Context: an optimization exercise on an open-source flow, tuned for small area. The choices shown serve that exercise and are no tape-out recipe. Function was checked by simulation only, so behaviour that the tests miss may differ from the original. No activity file was given, so power comes from the tool's default toggle rates.

## flow/constraint.sdc

```tcl
create_clock -name core_clock -period 5.5 [get_ports {clk}]
set_input_delay 1.1000 -clock core_clock [delete_from_list [all_inputs] [get_ports {clk}]]
set_output_delay 1.1000 -clock core_clock [all_outputs]
set_load 0.01 [all_outputs]
```

## flow/flow/run.sh

```bash
#!/bin/bash
# The standard layout (the standard.sh, with the standard flow's own synthesis), with the
# buffers that Yosys/ABC put in the netlist removed at floorplan instead of kept.
set -euo pipefail
bash standard.sh REMOVE_ABC_BUFFERS=1 finish > standard_flow.log 2>&1
```

## flow/config.mk

```make
export PLATFORM = sky130hd
export DESIGN_NAME = pe_group
export DESIGN_NICKNAME = pe_group
export VERILOG_FILES = /design/flow/design.v
export SDC_FILE = /design/flow/constraint.sdc
export NUM_CORES = 4
export LEC_CHECK = 0
export CAP_MARGIN = 20
export CORE_MARGIN = 2
export CORE_UTILIZATION = 55
export CTS_CLUSTER_DIAMETER = 60
export CTS_CLUSTER_SIZE = 30
export GPL_TIMING_DRIVEN = 0
export SETUP_SLACK_MARGIN = 0.1
export SLEW_MARGIN = 20
```

## flow/design.v

```verilog
module peg_fan (
	input clk,
	input rst,
	input i_valid,
	input [8:0] i_eq,
	input [127:0] i_p,
	output reg [7:0] o_valid,
	output [127:0] o_data
);
	wire [15:0] p0 = i_p[0 +: 16];
	wire [15:0] p1 = i_p[16 +: 16];
	wire [15:0] p2 = i_p[32 +: 16];
	wire [15:0] p3 = i_p[48 +: 16];
	wire [15:0] p4 = i_p[64 +: 16];
	wire [15:0] p5 = i_p[80 +: 16];
	wire [15:0] p6 = i_p[96 +: 16];
	wire [15:0] p7 = i_p[112 +: 16];
	wire e0 = i_eq[0], e1 = i_eq[1], e2 = i_eq[2], e3 = i_eq[3];
	wire e4 = i_eq[4], e5 = i_eq[5], e6 = i_eq[6];
	wire x13 = i_eq[7], x46 = i_eq[8];
	wire x24 = e3 ? e2 : i_eq[7];
	wire x35 = e3 ? e4 : i_eq[8];
	wire a0_both = ~e0 & ~e1;
	wire a0_left = ~e0 & e1;
	wire a6_both = ~e6 & ~e5;
	wire a6_right = ~e6 & e5;
	wire a2_both = ~e1 & ~e3 & ~e2;
	wire a2_right = e1 & ~e3 & ~e2;
	wire a2_left = ~e1 & e3 & ~e2;
	wire a2_byp = ~(a2_both | a2_right | a2_left);
	wire a4_both = ~e3 & ~e5 & ~e4;
	wire a4_right = e3 & ~e5 & ~e4;
	wire a4_left = ~e3 & e5 & ~e4;
	wire a4_byp = ~(a4_both | a4_right | a4_left);
	wire a1_both = e0 & e2 & ~e3 & ~e1;
	wire a1_right = ~a1_both & e2 & ~e3 & ~e1;
	wire a1_left = ~a1_both & ~a1_right & e0 & ~e1;
	wire a5_both = e4 & e6 & ~e3 & ~e5;
	wire a5_left = ~a5_both & e4 & ~e3 & ~e5;
	wire a5_right = ~a5_both & ~a5_left & e6 & ~e5;
	wire a3_both = e1 & e5 & ~x24 & ~x35;
	wire a3_right = ~a3_both & e5 & ~x35;
	wire a3_left = ~a3_both & ~a3_right & e1 & ~x24;
	reg [15:0] r_a0, r_a1, r_a2, r_a4, r_a5, r_a6;
	wire [15:0] n_a0 = (i_valid & a0_left) ? p1 : r_a0;
	wire [15:0] n_a2 = (i_valid & (a2_byp | a2_right)) ? p2 : r_a2;
	wire [15:0] n_a4 = (i_valid & (a4_byp | a4_left)) ? p5 : r_a4;
	wire [15:0] n_a6 = (i_valid & a6_right) ? p6 : r_a6;
	wire [15:0] o0 = e0 ? p0 + p1 : n_a0;
	wire [15:0] o2lo = e2 ? p2 + p3 : n_a2;
	wire [15:0] o2hi = e2 ? p2 + p3 : p3;
	wire [15:0] o4lo = e4 ? p4 + p5 : p4;
	wire [15:0] o4hi = e4 ? p4 + p5 : n_a4;
	wire [15:0] o6 = e6 ? p6 + p7 : n_a6;
	wire [15:0] n_a1 = (i_valid & a1_left) ? o2lo : (i_valid & a1_right) ? o0 : r_a1;
	wire [15:0] n_a5 = (i_valid & a5_left) ? o6 : (i_valid & a5_right) ? o4hi : r_a5;
	wire [15:0] s1 = o0 + o2lo;
	wire [15:0] o1 = e1 ? s1 : n_a1;
	wire [15:0] s5 = o4hi + o6;
	wire [15:0] o5 = e5 ? s5 : n_a5;
	wire [15:0] l3 = (x13 & e1) ? s1 : x13 ? n_a1 : o2hi;
	wire [15:0] r3 = (x46 & e5) ? s5 : x46 ? n_a5 : o4lo;
	always @ (posedge clk) begin
		if (rst) begin
			r_a0 <= 16'd0;
			r_a1 <= 16'd0;
			r_a2 <= 16'd0;
			r_a4 <= 16'd0;
			r_a5 <= 16'd0;
			r_a6 <= 16'd0;
		end else begin
			r_a0 <= n_a0;
			r_a1 <= n_a1;
			r_a2 <= n_a2;
			r_a4 <= n_a4;
			r_a5 <= n_a5;
			r_a6 <= n_a6;
		end
	end
	wire l1_0 = a1_both | a1_left;
	wire l1_2 = a1_both | a1_right;
	wire l5_4 = a5_both | a5_left;
	wire l5_6 = a5_both | a5_right;
	wire l3_1 = a3_both | a3_left;
	wire l3_5 = a3_both | a3_right;
	wire [7:0] w_v;
	assign w_v[0] = l1_0 | a0_both | a0_left;
	assign w_v[1] = l3_1 | a0_both;
	assign w_v[2] = l1_2 | a2_both | a2_left;
	assign w_v[3] = e3 | a2_both | a2_right;
	assign w_v[4] = l5_4 | a4_both | a4_left;
	assign w_v[5] = l3_5 | a4_both | a4_right;
	assign w_v[6] = l5_6 | a6_both;
	assign w_v[7] = a6_both | a6_right;
	wire [127:0] w_o;
	assign w_o[0 +: 16] = l1_0 ? o0 : p0;
	assign w_o[16 +: 16] = e1 ? s1 : p1;  
	assign w_o[32 +: 16] = l1_2 ? o2lo : p2;
	assign w_o[48 +: 16] = e3 ? l3 : p3;  
	assign w_o[64 +: 16] = l5_4 ? o4hi : p4;
	assign w_o[80 +: 16] = e5 ? s5 : p5;  
	assign w_o[96 +: 16] = l5_6 ? o6 : p6;
	assign w_o[112 +: 16] = p7;
	reg [127:0] r_o;
	reg [15:0] r_r3;
	assign o_data[47:0] = r_o[47:0];
	assign o_data[63:48] = r_o[63:48] + r_r3;
	assign o_data[127:64] = r_o[127:64];
	always @ (posedge clk) begin
		o_valid <= i_valid ? w_v : 8'd0;
		r_o <= w_o;
		r_r3 <= e3 ? r3 : 16'd0;
	end
endmodule
module mul8s (input [7:0] a, input [7:0] b, output [15:0] p);
	wire c100;
	wire c102;
	wire c104;
	wire c106;
	wire c108;
	wire c110;
	wire c112;
	wire c114;
	wire c116;
	wire c118;
	wire c120;
	wire c122;
	wire c124;
	wire c126;
	wire c128;
	wire c130;
	wire c132;
	wire c134;
	wire c136;
	wire c138;
	wire c140;
	wire c142;
	wire c144;
	wire c146;
	wire c148;
	wire c150;
	wire c152;
	wire c154;
	wire c156;
	wire c158;
	wire c160;
	wire c162;
	wire c66;
	wire c68;
	wire c70;
	wire c72;
	wire c74;
	wire c76;
	wire c78;
	wire c80;
	wire c82;
	wire c84;
	wire c86;
	wire c88;
	wire c90;
	wire c92;
	wire c94;
	wire c96;
	wire c98;
	wire pp1;
	wire pp10;
	wire pp11;
	wire pp12;
	wire pp13;
	wire pp14;
	wire pp15;
	wire pp16;
	wire pp17;
	wire pp18;
	wire pp19;
	wire pp2;
	wire pp20;
	wire pp21;
	wire pp22;
	wire pp23;
	wire pp24;
	wire pp25;
	wire pp26;
	wire pp27;
	wire pp28;
	wire pp29;
	wire pp3;
	wire pp30;
	wire pp31;
	wire pp32;
	wire pp33;
	wire pp34;
	wire pp35;
	wire pp36;
	wire pp37;
	wire pp38;
	wire pp39;
	wire pp4;
	wire pp40;
	wire pp41;
	wire pp42;
	wire pp43;
	wire pp44;
	wire pp45;
	wire pp46;
	wire pp47;
	wire pp48;
	wire pp49;
	wire pp5;
	wire pp50;
	wire pp51;
	wire pp52;
	wire pp53;
	wire pp54;
	wire pp55;
	wire pp56;
	wire pp57;
	wire pp58;
	wire pp59;
	wire pp6;
	wire pp60;
	wire pp61;
	wire pp62;
	wire pp63;
	wire pp64;
	wire pp7;
	wire pp8;
	wire pp9;
	wire s101;
	wire s103;
	wire s105;
	wire s107;
	wire s109;
	wire s111;
	wire s113;
	wire s115;
	wire s117;
	wire s119;
	wire s121;
	wire s123;
	wire s125;
	wire s127;
	wire s129;
	wire s131;
	wire s133;
	wire s135;
	wire s137;
	wire s139;
	wire s141;
	wire s143;
	wire s145;
	wire s147;
	wire s149;
	wire s151;
	wire s153;
	wire s155;
	wire s157;
	wire s159;
	wire s161;
	wire s65;
	wire s67;
	wire s69;
	wire s71;
	wire s73;
	wire s75;
	wire s77;
	wire s79;
	wire s81;
	wire s83;
	wire s85;
	wire s87;
	wire s89;
	wire s91;
	wire s93;
	wire s95;
	wire s97;
	wire s99;
	assign pp1 = a[0] & b[0];
	assign pp2 = a[0] & b[1];
	assign pp3 = a[0] & b[2];
	assign pp4 = a[0] & b[3];
	assign pp5 = a[0] & b[4];
	assign pp6 = a[0] & b[5];
	assign pp7 = a[0] & b[6];
	assign pp8 = ~(a[0] & b[7]);
	assign pp9 = a[1] & b[0];
	assign pp10 = a[1] & b[1];
	assign pp11 = a[1] & b[2];
	assign pp12 = a[1] & b[3];
	assign pp13 = a[1] & b[4];
	assign pp14 = a[1] & b[5];
	assign pp15 = a[1] & b[6];
	assign pp16 = ~(a[1] & b[7]);
	assign pp17 = a[2] & b[0];
	assign pp18 = a[2] & b[1];
	assign pp19 = a[2] & b[2];
	assign pp20 = a[2] & b[3];
	assign pp21 = a[2] & b[4];
	assign pp22 = a[2] & b[5];
	assign pp23 = a[2] & b[6];
	assign pp24 = ~(a[2] & b[7]);
	assign pp25 = a[3] & b[0];
	assign pp26 = a[3] & b[1];
	assign pp27 = a[3] & b[2];
	assign pp28 = a[3] & b[3];
	assign pp29 = a[3] & b[4];
	assign pp30 = a[3] & b[5];
	assign pp31 = a[3] & b[6];
	assign pp32 = ~(a[3] & b[7]);
	assign pp33 = a[4] & b[0];
	assign pp34 = a[4] & b[1];
	assign pp35 = a[4] & b[2];
	assign pp36 = a[4] & b[3];
	assign pp37 = a[4] & b[4];
	assign pp38 = a[4] & b[5];
	assign pp39 = a[4] & b[6];
	assign pp40 = ~(a[4] & b[7]);
	assign pp41 = a[5] & b[0];
	assign pp42 = a[5] & b[1];
	assign pp43 = a[5] & b[2];
	assign pp44 = a[5] & b[3];
	assign pp45 = a[5] & b[4];
	assign pp46 = a[5] & b[5];
	assign pp47 = a[5] & b[6];
	assign pp48 = ~(a[5] & b[7]);
	assign pp49 = a[6] & b[0];
	assign pp50 = a[6] & b[1];
	assign pp51 = a[6] & b[2];
	assign pp52 = a[6] & b[3];
	assign pp53 = a[6] & b[4];
	assign pp54 = a[6] & b[5];
	assign pp55 = a[6] & b[6];
	assign pp56 = ~(a[6] & b[7]);
	assign pp57 = ~(a[7] & b[0]);
	assign pp58 = ~(a[7] & b[1]);
	assign pp59 = ~(a[7] & b[2]);
	assign pp60 = ~(a[7] & b[3]);
	assign pp61 = ~(a[7] & b[4]);
	assign pp62 = ~(a[7] & b[5]);
	assign pp63 = ~(a[7] & b[6]);
	assign pp64 = a[7] & b[7];
	assign s65 = pp7 ^ pp14;
	assign c66 = pp7 & pp14;
	assign s67 = pp8 ^ pp15 ^ pp22;
	assign c68 = (pp8 & pp15) | (pp8 & pp22) | (pp15 & pp22);
	assign s69 = pp29 ^ pp36;
	assign c70 = pp29 & pp36;
	assign s71 = pp16 ^ pp23 ^ pp30;
	assign c72 = (pp16 & pp23) | (pp16 & pp30) | (pp23 & pp30);
	assign s73 = pp37 ^ pp44 ^ pp51;
	assign c74 = (pp37 & pp44) | (pp37 & pp51) | (pp44 & pp51);
	assign s75 = pp24 ^ pp31 ^ pp38;
	assign c76 = (pp24 & pp31) | (pp24 & pp38) | (pp31 & pp38);
	assign s77 = pp5 ^ pp12;
	assign c78 = pp5 & pp12;
	assign s79 = pp6 ^ pp13 ^ pp20;
	assign c80 = (pp6 & pp13) | (pp6 & pp20) | (pp13 & pp20);
	assign s81 = pp27 ^ pp34;
	assign c82 = pp27 & pp34;
	assign s83 = s65 ^ pp21 ^ pp28;
	assign c84 = (s65 & pp21) | (s65 & pp28) | (pp21 & pp28);
	assign s85 = pp35 ^ pp42 ^ pp49;
	assign c86 = (pp35 & pp42) | (pp35 & pp49) | (pp42 & pp49);
	assign s87 = c66 ^ s67 ^ s69;
	assign c88 = (c66 & s67) | (c66 & s69) | (s67 & s69);
	assign s89 = pp43 ^ pp50 ^ pp57;
	assign c90 = (pp43 & pp50) | (pp43 & pp57) | (pp50 & pp57);
	assign s91 = c68 ^ c70 ^ s71;
	assign c92 = (c68 & c70) | (c68 & s71) | (c70 & s71);
	assign s93 = s73 ^ pp58 ^ 1'b1;
	assign c94 = (s73 & pp58) | (s73 & 1'b1) | (pp58 & 1'b1);
	assign s95 = c72 ^ c74 ^ s75;
	assign c96 = (c72 & c74) | (c72 & s75) | (c74 & s75);
	assign s97 = pp45 ^ pp52 ^ pp59;
	assign c98 = (pp45 & pp52) | (pp45 & pp59) | (pp52 & pp59);
	assign s99 = c76 ^ pp32 ^ pp39;
	assign c100 = (c76 & pp32) | (c76 & pp39) | (pp32 & pp39);
	assign s101 = pp46 ^ pp53 ^ pp60;
	assign c102 = (pp46 & pp53) | (pp46 & pp60) | (pp53 & pp60);
	assign s103 = pp40 ^ pp47 ^ pp54;
	assign c104 = (pp40 & pp47) | (pp40 & pp54) | (pp47 & pp54);
	assign s105 = pp4 ^ pp11;
	assign c106 = pp4 & pp11;
	assign s107 = s77 ^ pp19 ^ pp26;
	assign c108 = (s77 & pp19) | (s77 & pp26) | (pp19 & pp26);
	assign s109 = c78 ^ s79 ^ s81;
	assign c110 = (c78 & s79) | (c78 & s81) | (s79 & s81);
	assign s111 = c80 ^ c82 ^ s83;
	assign c112 = (c80 & c82) | (c80 & s83) | (c82 & s83);
	assign s113 = c84 ^ c86 ^ s87;
	assign c114 = (c84 & c86) | (c84 & s87) | (c86 & s87);
	assign s115 = c88 ^ c90 ^ s91;
	assign c116 = (c88 & c90) | (c88 & s91) | (c90 & s91);
	assign s117 = c92 ^ c94 ^ s95;
	assign c118 = (c92 & c94) | (c92 & s95) | (c94 & s95);
	assign s119 = c96 ^ c98 ^ s99;
	assign c120 = (c96 & c98) | (c96 & s99) | (c98 & s99);
	assign s121 = c100 ^ c102 ^ s103;
	assign c122 = (c100 & c102) | (c100 & s103) | (c102 & s103);
	assign s123 = c104 ^ pp48 ^ pp55;
	assign c124 = (c104 & pp48) | (c104 & pp55) | (pp48 & pp55);
	assign s125 = pp3 ^ pp10;
	assign c126 = pp3 & pp10;
	assign s127 = s105 ^ pp18 ^ pp25;
	assign c128 = (s105 & pp18) | (s105 & pp25) | (pp18 & pp25);
	assign s129 = c106 ^ s107 ^ pp33;
	assign c130 = (c106 & s107) | (c106 & pp33) | (s107 & pp33);
	assign s131 = c108 ^ s109 ^ pp41;
	assign c132 = (c108 & s109) | (c108 & pp41) | (s109 & pp41);
	assign s133 = c110 ^ s111 ^ s85;
	assign c134 = (c110 & s111) | (c110 & s85) | (s111 & s85);
	assign s135 = c112 ^ s113 ^ s89;
	assign c136 = (c112 & s113) | (c112 & s89) | (s113 & s89);
	assign s137 = c114 ^ s115 ^ s93;
	assign c138 = (c114 & s115) | (c114 & s93) | (s115 & s93);
	assign s139 = c116 ^ s117 ^ s97;
	assign c140 = (c116 & s117) | (c116 & s97) | (s117 & s97);
	assign s141 = c118 ^ s119 ^ s101;
	assign c142 = (c118 & s119) | (c118 & s101) | (s119 & s101);
	assign s143 = c120 ^ s121 ^ pp61;
	assign c144 = (c120 & s121) | (c120 & pp61) | (s121 & pp61);
	assign s145 = c122 ^ s123 ^ pp62;
	assign c146 = (c122 & s123) | (c122 & pp62) | (s123 & pp62);
	assign s147 = c124 ^ pp56 ^ pp63;
	assign c148 = (c124 & pp56) | (c124 & pp63) | (pp56 & pp63);
	assign s149 = pp2 ^ pp9;
	assign c150 = pp2 & pp9;
	assign s151 = s125 ^ pp17 ^ c150;
	assign c152 = (s125 & pp17) | (s125 & c150) | (pp17 & c150);
	assign s153 = c126 ^ s127 ^ c152;
	assign c154 = (c126 & s127) | (c126 & c152) | (s127 & c152);
	assign s155 = c128 ^ s129 ^ c154;
	assign c156 = (c128 & s129) | (c128 & c154) | (s129 & c154);
	assign s157 = c130 ^ s131 ^ c156;
	assign c158 = (c130 & s131) | (c130 & c156) | (s131 & c156);
	assign s159 = c132 ^ s133 ^ c158;
	assign c160 = (c132 & s133) | (c132 & c158) | (s133 & c158);
	assign s161 = c134 ^ s135 ^ c160;
	assign c162 = (c134 & s135) | (c134 & c160) | (s135 & c160);
	wire [7:0] hs = {1'b1, c148, c146, c144, c142, c140, c138, c136} + {1'b0, pp64, s147, s145, s143, s141, s139, s137} + c162;
	assign p = {hs, s161, s159, s157, s155, s153, s151, s149, pp1};
endmodule
module pe_group # (
	parameter NUM_PEGS = 4,
	parameter NUM_PES = 8,
	parameter LOG2_PES = 3,
	parameter IN_DATA_TYPE = 8,
	parameter OUT_DATA_TYPE = 16)(
		clk,
		rst,
		i_data_valid,
		i_data_bus,
		i_stationary,
		i_dest_bus,
		i_vn_seperator,
		o_data_valid,
		o_data_bus
);
	input clk;
	input rst;
	input [NUM_PEGS -1 : 0] i_data_valid;
	input [NUM_PEGS * NUM_PES * IN_DATA_TYPE -1 : 0] i_data_bus;
	input [NUM_PEGS -1 : 0] i_stationary;
	input [NUM_PEGS * NUM_PES * LOG2_PES -1:0] i_dest_bus;
	input [NUM_PEGS * NUM_PES * LOG2_PES -1:0] i_vn_seperator;
	output [NUM_PEGS * NUM_PES -1:0] o_data_valid;
	output [NUM_PEGS * NUM_PES * OUT_DATA_TYPE -1:0] o_data_bus;
	genvar g;
	generate
		for (g = 0; g < NUM_PEGS; g = g + 1) begin : grp
			peg_slice u_peg (
				.clk(clk),
				.rst(rst),
				.i_valid(i_data_valid[g]),
				.i_stationary(i_stationary[g]),
				.i_data(i_data_bus[g*64 +: 64]),
				.i_dest(i_dest_bus[g*24 +: 24]),
				.i_vn(i_vn_seperator[g*24 +: 24]),
				.o_valid(o_data_valid[g*8 +: 8]),
				.o_data(o_data_bus[g*128 +: 128])
			);
		end
	endgenerate
endmodule
module peg_slice (
	input clk,
	input rst,
	input i_valid,
	input i_stationary,
	input [63:0] i_data,
	input [23:0] i_dest,
	input [23:0] i_vn,
	output [7:0] o_valid,
	output [127:0] o_data
);
	localparam NEQ = 9;
	localparam DEPTH = 6;  
	wire [63:0] w_sel;
	genvar p;
	generate
		for (p = 0; p < 8; p = p + 1) begin : xb
			assign w_sel[p*8 +: 8] = i_data[i_dest[p*3 +: 3]*8 +: 8];
		end
	endgenerate
	wire [2:0] v0 = i_vn[0 +: 3];
	wire [2:0] v1 = i_vn[3 +: 3];
	wire [2:0] v2 = i_vn[6 +: 3];
	wire [2:0] v3 = i_vn[9 +: 3];
	wire [2:0] v4 = i_vn[12 +: 3];
	wire [2:0] v5 = i_vn[15 +: 3];
	wire [2:0] v6 = i_vn[18 +: 3];
	wire [2:0] v7 = i_vn[21 +: 3];
	wire w_e3 = (v3 == v4);
	wire [NEQ-1:0] w_eq = {w_e3 ? (v4 == v6) : (v3 == v5), w_e3 ? (v1 == v3) : (v2 == v4),
		v6 == v7, v5 == v6, v4 == v5, w_e3, v2 == v3, v1 == v2, v0 == v1};
	localparam [NEQ-1:0] C_IDLE = 9'b0_0000_1110;
	localparam [NEQ-1:0] C_LOAD = 9'b0_0011_1000;
	wire [NEQ-1:0] w_code = ~i_valid ? C_IDLE : i_stationary ? C_LOAD : w_eq;
	reg [63:0] r_d [1:DEPTH];
	reg [NEQ-1:0] r_eq [1:DEPTH+1];
	integer k;
	always @ (posedge clk) begin
		r_d[1] <= w_sel;
		r_eq[1] <= w_code;
		for (k = 2; k <= DEPTH; k = k + 1) begin
			r_d[k] <= r_d[k-1];
			r_eq[k] <= r_eq[k-1];
		end
		r_eq[DEPTH+1] <= r_eq[DEPTH];
	end
	wire [NEQ-1:0] c6 = r_eq[DEPTH];
	wire [NEQ-1:0] c7 = r_eq[DEPTH+1];
	wire w_ld6 = c6[3] & c6[4] & c6[5] & ~c6[8] & ~c6[1];
	wire w_st7 = ~(c7[3] & ((c7[1] & c7[2] & ~c7[7]) | (c7[4] & c7[5] & ~c7[8])));
	reg [63:0] r_w;
	reg [127:0] r_p;
	wire [127:0] w_p;
	always @ (posedge clk) begin
		if (rst) begin
			r_w <= 64'd0;
		end else if (w_ld6) begin
			r_w <= r_d[DEPTH];
		end
	end
	generate
		for (p = 0; p < 8; p = p + 1) begin : mul
			mul8s u_mul (.a(r_d[DEPTH][p*8 +: 8]), .b(r_w[p*8 +: 8]), .p(w_p[p*16 +: 16]));
		end
	endgenerate
	always @ (posedge clk) begin
		r_p <= w_p;
	end
	peg_fan u_fan (
		.clk(clk),
		.rst(rst),
		.i_valid(w_st7),
		.i_eq(r_eq[DEPTH+1]),
		.i_p(r_p),
		.o_valid(o_valid),
		.o_data(o_data)
	);
endmodule
```

## flow/standard.sh

```bash
#!/bin/bash
# synth_recipe.tcl (not shown) runs the flow's synth.tcl, then flattens the netlist and writes it again
# the make line also repeats each setting of config.mk as NAME=value (left out here)
make -C /OpenROAD-flow-scripts/flow DESIGN_CONFIG=/design/flow/config.mk WORK_HOME=/design/flow/orfs CLKGATE_MAP_FILE= SYNTH_SCRIPT=/design/flow/synth_recipe.tcl "${@:-finish}"
```

==> results.cfg <==
[critical_path]
worstSetupStartpointType = register
timing.rr.start = grp[3].u_peg.r_w[11]
rr_endpoint = grp[3].u_peg.r_p[29]
cp-endpoint = o_data_bus[443]
critPathCaptureType = output port
crit_start = grp[3].u_peg.u_fan.r_r3[1]
critPathMaxFanout = 2
critical_path_class = reg2out
required_ns = 4.40
worstRegToRegCells = 20
ff2ff_setup_slack_ns = 0.29
arrival_ns = 4.20

[power]
swShare_pct = 35.3
power_frac_clock_pct = 29.5
power.leakage_nw = 93.8
seqPwrFrac_pct = 41.3
p_per_area_nw_per_um2 = 377
p_switching_mw = 28.3
internal_power_mw = 51.8
p_comb_share_pct = 29.2
peakVddDrop_mv = 0.358

[sta]
max_slew_margin_pct = 27.6
finalCriticalPeriod_ns = 5.30
fmax_ghz = 0.189
skew_ns = 0.0462
grt_setup_unrepaired = false
setup_viol = 0
worst_pin_slew_ns = 1.08
fin_crit_sh_pct = 96.3
hold_violations = 0
slew_viol_final = 0
fin_tns_setup_ns = 0

[synth]
synth-edff-count = 0
avgSynthCellArea_um2 = 10.3
ys_seq_area_share_pct = 37.7
syn_area_um2 = 188000
async_reset_ff_share_pct = 0
ys.flop_type = dfxtp_1
yosys_warnings = 6
ys_ff_latch = 3548
netlist-cell-type-count = 101
synth_cells = 18300

[global_route]
gr-total-overflow = 0
grt_max_degree = 105
first_global_vias = 125000
antenna_found_initial = 79
grt_pass1_wl_mm = 771
grtUsageTotal_pct = 29.1

[clock_tree]
clk_pin_slew_ns = 0.09
htree_num_levels = 5
cts_inserted_buffers = 285
clk_path_buf_depth = 4
cts_root_buf = clkbuf_16
ctsHoldBuffers = 0
clock_sinks = 3548
insertion_delay_ns = 0.96
cts_tree = done

[route]
drtIter0Drc = 8353
viasPerCell = 5.35
antenna_left = 0
drc = 0
vias = 126000
post_drt_wl_per_cell_um = 21.7
drt-total-wl_mm = 510
firstDrtPassIters = 6

[run]
drv_cap = 0

[floorplan]
die_w_um = 589
start_util_pct = 55.4
ioPinCount = 1002
die_h_um = 589
core_um2 = 340000
std_cell_rows = 214
die_area_um2 = 347000

[final_layout]
area_delta_synth_final_pct = 12.8
area.sequential_um2 = 71300
final_cells = 23500
drive_gt1_share_pct = 11.2
fin_nets = 21400
multi_input_area_um2 = 103000
final_cell_mix = dfxtp_1, inv_1, nand2_1
layout_commonest_cell = dfxtp_1
num-fill-cells = 28400

[hold_path]
hold_path.class = reg2reg

[placement]
gp_congestion = 0.932
io_buffers = 1001
placed_cells = 22800
dp_hpwl_mm = 394

[outcome]
status = complete, no violations
## Yosys cell counts (393+ instances only)
master       n  area (um^2)
xnor2_1    393         3440
buf_4      456         3420
fa_1      1404        28100
and2_1    1465         9170
mux2_2     484         5450
clkbuf_1   514         1930
o21ai_0    500         2500
mux4_2     512        11500
nand2_1   1690         6340
dfxtp_1   3548        71000
nor2_1     837         3140
inv_1     2421         9090
a21oi_1    883         4420
ha_1       868        10900
## timing repair
item | CTS | global route
gates cloned | 3 | 3
endpoints found under the setup margin | 243 | 114
pin swaps | 20 | 42
gates resized for setup | 222 | 200
setup buffers | 34 | 68
## how the worst min path moves through the flow
stage / start / depth (start not counted) / endpoint
2_1_floorplan: grp[0].u_peg.r_d[1][0] / 0 / grp[0].u_peg.r_d[2][0]
3_3_place_gp: grp[2].u_peg.r_eq[5][0] / 0 / grp[2].u_peg.r_eq[6][0]
3_5_place_dp: grp[1].u_peg.r_eq[5][8] / 0 / grp[1].u_peg.r_eq[6][8]
4_1_cts: grp[2].u_peg.r_eq[1][5] / 0 / grp[2].u_peg.r_eq[2][5]
5_1_grt: grp[2].u_peg.r_eq[1][5] / 0 / grp[2].u_peg.r_eq[2][5]
6_report: grp[2].u_peg.r_eq[1][5] / 0 / grp[2].u_peg.r_eq[2][5]
## sequential cells by signal, indices dropped and copies added, names as in the netlist
signal,count
grp.u_peg.r_d,1536
grp.u_peg.r_p,512
grp.u_peg.u_fan.r_o,512
grp.u_peg.r_w,256
grp.u_peg.r_eq,252
grp.u_peg.u_fan.r_a0,64
grp.u_peg.u_fan.r_a1,64
grp.u_peg.u_fan.r_a2,64
grp.u_peg.u_fan.r_a4,64
grp.u_peg.u_fan.r_a5,64
grp.u_peg.u_fan.r_a6,64
grp.u_peg.u_fan.r_r3,64
grp.u_peg.u_fan.o_valid,32
## routing by layer
| metal | GRT usage (%) | up-vias | share of wire (%) |
|---|---|---|---|
| li1 | - | 59800 | - |
| met1 | 38.5 | 61900 | 42 |
| met2 | 46.8 | 3527 | 46 |
| met3 | 4.42 | 798 | 6.4 |
| met4 | 14.5 | 12 | 5.4 |
| met5 | 0 | - | 0.016 |
## per-stage QoR
step	area (um^2)	power (mW)	util [%]	setup slack, ns	hold WS, ns
3_3_place_gp	198000	56.4	58.3	-19.20	0.310
6_report	213000	80.1	62.5	0.203	0.299
5_1_grt	212000	84.0	62.4	0.0717	0.305
2_1_floorplan	183000	45.9	-	0.103	0.310
3_5_place_dp	199000	56.4	58.5	-1.84	0.312
4_1_cts	211000	80.3	62.1	0.100	0.310
## power groups by stage
stage	Combinational [mW]	Clock, mW	Sequential [mW]
floorplan	13.7	0	32.2
global placement	22.6	0	33.8
detailed placement	22.7	0	33.7
CTS	23.0	24.1	33.2
global route	25.4	25.1	33.5
finish	23.4	23.6	33.1
## cells by family (layout without fill, tap and decap cells)
kind of cell | Yosys count | count (layout) | share of synthesized area, %
multiplexers | 1379 | 1379 | 11.0
flip-flops | 3548 | 3548 | 37.7
AO/OA/AOI/OAI | 2319 | 2319 | 7.56
other | 0 | 89 | 0
buffers and inverters | 3533 | 4107 | 7.99
AND/OR/NAND/NOR | 4617 | 4619 | 11.9
adder cells (fa/ha/maj) | 2272 | 2272 | 20.7
XOR/XNOR | 664 | 664 | 3.11
## worst max-delay path, cell delays in order (launching register included)
cell,delay (ns)
dfxtp_1,0.41
ha_1,0.26
a21o_1,0.18
a21oi_1,0.21
o21ai_0,0.11
a21oi_1,0.23
o21ai_0,0.15
a211o_1,0.38
a2111oi_4,0.34
nor2_1,0.14
xor2_2,0.26
clkdlybuf4s50_1,0.59
## cell type report
type                    count  area share, %
clock buffers             303           3.48
repair inverters            4        0.00942
flip-flops and latches   3548           33.6
clock inverters           217           1.84
multi-input cells       11300           48.6
well taps                4536           2.67
inverters                2432           4.31
diodes                     89          0.105
repair buffers           1151           5.42

==> what the ideal ports hide <==
Ports are ideal in the flow. The routed layout listed here was re-timed in OpenROAD. Step 1 assumes that a clkbuf_16 drives the clock port and a buf_2 every other input. Step 2 times the ports against the registers' clock, not the clock port: input delays grow and output delays shrink by t, the midpoint of the rising clock arrivals with the driver on. Slacks: ideal ports / drivers / drivers and shift; pairs: ideal ports / drivers.
t (ns): 1.050
setup slack, ns: 0.203 / 0.083 / 0.294
clock arrival spread, ns: 0.059 / 0.059
After both steps setup and hold are still met in this run. The setup slack of this run moves by -0.120 ns with the drivers and by +0.091 ns with both steps.
